This design comes from an exercise in tuning for small area, a short achievable clock period and few clock cycles per item on the open sky130 flow, not from production work.

## multiplication_top
module multiplication_top(a_in, b_in, result, clk, reset, start, ready);
    input [63:0] a_in, b_in;
    input clk, reset, start;
    output ready;
    output [128:0] result;
    reg rdy_q;
    reg [2:0] cnt_q;
    reg [4:0] sel_q;              
    reg [57:0] hi_q;               
    reg [69:0] lo_q;               
    reg [64:0] s_q, c_q;           
    reg [13:0] sr_q, cr_q;          
    reg cb_q;                      
    reg [6:0] one_q, two_q, neg_q;
    wire last = !rdy_q && cnt_q == 3'd5;
    wire rdy_d = reset || (rdy_q ? !start : last);
    wire run = !reset && (rdy_q ? start : !last);
    wire [14:0] ach0 = {a_in[13:0], 1'b0};
    wire [14:0] ach;
    assign ach = ({15{sel_q[1]}} & {a_in[27], a_in[26], a_in[25], a_in[24], a_in[23], a_in[22], a_in[21], a_in[20], a_in[19], a_in[18], a_in[17], a_in[16], a_in[15], a_in[14], a_in[13]})
        | ({15{sel_q[2]}} & {a_in[41], a_in[40], a_in[39], a_in[38], a_in[37], a_in[36], a_in[35], a_in[34], a_in[33], a_in[32], a_in[31], a_in[30], a_in[29], a_in[28], a_in[27]})
        | ({15{sel_q[3]}} & {a_in[55], a_in[54], a_in[53], a_in[52], a_in[51], a_in[50], a_in[49], a_in[48], a_in[47], a_in[46], a_in[45], a_in[44], a_in[43], a_in[42], a_in[41]})
        | ({15{sel_q[4]}} & {1'b0, 1'b0, 1'b0, 1'b0, 1'b0, 1'b0, a_in[63], a_in[62], a_in[61], a_in[60], a_in[59], a_in[58], a_in[57], a_in[56], a_in[55]});
    wire [6:0] one0, two0, neg0, one_d, two_d, neg_d;
    genvar g;
    generate for (g = 0; g < 7; g = g + 1) begin : enc
        assign one0[g] = ach0[2*g+1] ^ ach0[2*g];
  ...
clock: 4.0 ns
lec_check: 0
cap_margin: 20
core_margin: 2
core_utilization: 40
cts_cluster_diameter: 100
cts_cluster_size: 30
slew_margin: 20
standard.sh (not shown) runs the stock make flow with config.mk's settings and CLKGATE_MAP_FILE= SYNTH_SCRIPT=/design/flow/synth_recipe.tcl, a recipe that flattens the netlist after the stock synthesis.
==> flow/flow/run.sh <==
#!/bin/bash
# The standard layout (standard.sh: standard synthesis, floorplan, place,
# CTS, route), except that the ports are buffered with plain sky130 buf_1
# cells instead of the delay buffers buffer_ports picks by default.
# make's full output goes to flow_make.log here; ORFS's per-step logs are
# under orfs/logs/.
set -euo pipefail
bash standard.sh "BUFFER_PORTS_ARGS=-buffer_cell sky130_fd_sc_hd__buf_1" finish > flow_make.log 2>&1
Edit:
--- a/flow/design.v
+++ b/flow/design.v
@@ -1,16 +1,17 @@
 module multiplication_top(a_in, b_in, result, clk, reset, start, ready);
     input [63:0] a_in, b_in;
     input clk, reset, start;
     output ready;
     output [128:0] result;
     reg rdy_q;
+    reg busy_q;                    
     reg [2:0] cnt_q;
     reg [4:0] sel_q;              
     reg [57:0] hi_q;               
     reg [69:0] lo_q;               
     reg [64:0] s_q, c_q;           
     reg [13:0] sr_q, cr_q;          
     reg cb_q;                      
     reg [6:0] one_q, two_q, neg_q;
     wire last = !rdy_q && cnt_q == 3'd5;
     wire rdy_d = reset || (rdy_q ? !start : last);
@@ -74,21 +75,21 @@
     wire py6 = two[6] & b_in[63];
     wire px6 = py6 ^ neg[6];
     wire npx6 = ~px6;
     wire npy6 = ~py6;
     wire pz6 = py6 & ~neg[6];
     wire [63:0] negs;
     generate for (g = 0; g < 32; g = g + 1) begin : ng
         assign negs[2*g] = a_in[2*g+1];
         assign negs[2*g+1] = 1'b0;
     end endgenerate
-    wire [64:0] ci_t = rdy_q ? {1'b0, negs} : c_q;
+    wire [64:0] ci_t = busy_q ? c_q : {1'b0, negs};
     wire fs1;
     wire fc2;
     wire hs3;
     wire hc4;
     wire fs5;
     wire fc6;
     wire fs7;
     wire fc8;
     wire hs9;
     wire hc10;
@@ -1446,31 +1447,32 @@
     assign {fc900, fs899} = fs751 + fc604 + fc750;
     assign {fc902, fs901} = fs609 + fc752 + fs753;
     assign {fc904, fs903} = hs611 + fc754 + fs755;
     assign {fc906, fs905} = fs757 + hc612 + fc756;
     assign {fc908, fs907} = pp6[62] + fc758 + hs759;
     assign {fc910, fs909} = npy5 + pp6[63] + hc760;
     assign {hc912, hs911} = pz5 + npx6;
     wire [78:0] ts = {pz6, hc912, fc910, fc908, fc906, fc904, fc902, fc900, fc898, fc896, fc894, fc892, fc890, fc888, fc886, fc884, fc882, fc880, fc878, fc876, fc874, fc872, fc870, fc868, fc866, fc864, fc862, fc860, fc858, fc856, fc854, fc852, fc850, fc848, fc846, fc844, fc842, fc840, fc838, fc836, fc834, fc832, fc830, fc828, fc826, fc824, fc822, fc820, fc818, fc816, fc814, fc812, fc810, fc808, fc806, fc804, fc802, fc800, fc798, fc796, fc794, fc792, fc790, fc788, fc786, fc784, fc782, fc780, fc778, fc776, fc774, fc772, fc770, fc768, fc766, fc764, hc762, hs761, fs1};
     wire [78:0] tc = {1'b0, npy6, hs911, fs909, fs907, fs905, fs903, fs901, fs899, fs897, fs895, fs893, fs891, fs889, fs887, fs885, fs883, fs881, fs879, fs877, fs875, fs873, fs871, fs869, fs867, fs865, fs863, fs861, fs859, fs857, fs855, fs853, fs851, fs849, fs847, fs845, fs843, fs841, fs839, fs837, fs835, fs833, fs831, fs829, fs827, fs825, fs823, fs821, fs819, fs817, fs815, fs813, fs811, fs809, fs807, fs805, fs803, fs801, fs799, fs797, fs795, fs793, fs791, fs789, fs787, fs785, fs783, fs781, fs779, fs777, fs775, fs773, fs771, fs769, fs767, fs765, fs763, fc2, 1'b0};
     wire [71:0] fp = {s_q[57:0], sr_q};
-    wire [71:0] fq = {c_q[57:0], cr_q[13:1], cb_q};
-    wire [71:0] fres = fp + fq;
+    wire [71:0] fq = {c_q[57:0], cr_q};
+    wire [71:0] fres = fp + fq + {71'd0, cb_q};
     wire cb_d = fres[14] ^ fp[14] ^ fq[14];
     always @(posedge clk) begin
         rdy_q <= rdy_d;
+        busy_q <= !rdy_d;
         cnt_q <= rdy_q ? 3'd1 : cnt_q + 3'd1;
         sel_q <= rdy_d ? 5'd2 : {sel_q[3:0], 1'b0};
         one_q <= one_d;
         two_q <= two_d;
         neg_q <= neg_d;
         s_q <= run ? ts[78:14] : {1'b1, 64'd0};
         c_q <= run ? tc[78:14] : 65'd0;
         sr_q <= ts[13:0];
         cr_q <= tc[13:0];
-        cb_q <= rdy_q ? 1'b0 : cb_d;
-        if (!rdy_q) lo_q <= {fres[13:0], lo_q[69:14]};
+        cb_q <= busy_q ? cb_d : 1'b0;
+        if (busy_q) lo_q <= {fres[13:0], lo_q[69:14]};
         if (last) hi_q <= fres[71:14];
     end
     assign ready = rdy_q;
     assign result = {1'b0, hi_q, lo_q};
 endmodule
The new run finished with timing, DRC and antenna clean.
Flip-flop and latch count grows by 1.
First-iteration DRC count goes down by 0.41%.
Via count climbs by 1.5%.
Clock-buffer cell count decreases by 2.
Core utilization is about the same.
Global-route usage went down by 0.13 points.
Routed wire length went up by 0.92%.
Worst setup slack gets better by 0.055 ns.
Fmax grows by 1.4%.
Final area grows by 0.50%.
Register-to-register slack improved by 0.03 ns.
Sequential share of layout area is about the same.
Synthesized cell count increases by 1.5%.
Worst hold slack gets better by 0.0062 ns.
Function was not checked in any run of this note: the RTL went through the layout flow alone.

## afterwards: timing with drivers on the ports
How much do the figures lean on ideal ports? The routed layouts below were timed once more, with nothing changed but the port constraints.
Step 1 (the two cells are an assumption about what drives the block):
set clk [get_ports {clk}]
set_driving_cell -lib_cell sky130_fd_sc_hd__clkbuf_16 $clk
set_driving_cell -lib_cell sky130_fd_sc_hd__buf_2 [delete_from_list [all_inputs] $clk]
Step 2 adds t to the input delays and takes it off the output delays; t is the mean of the earliest and latest rising clock arrival at the registers after step 1. Input paths then give back, and output paths get back, about the clock's delay inside the block.
a / b / c = ideal ports / drivers / drivers and shift; a / b = the first two.
| run | t, ns | setup slack, ns | hold slack, ns |
|---|---|---|---|
| the first run | 0.673 | 0.060 / 0.078 / -0.568 | 0.427 / 0.427 / 0.427 |
| the second run | 0.663 | 0.115 / 0.115 / -0.475 | 0.433 / 0.433 / 0.433 |
With both steps, setup timing fails in the first run and the second run, where it was met with ideal ports. The setup slack of the first run, which loses most, moves by +0.018 ns with the drivers and by -0.628 ns with both steps.
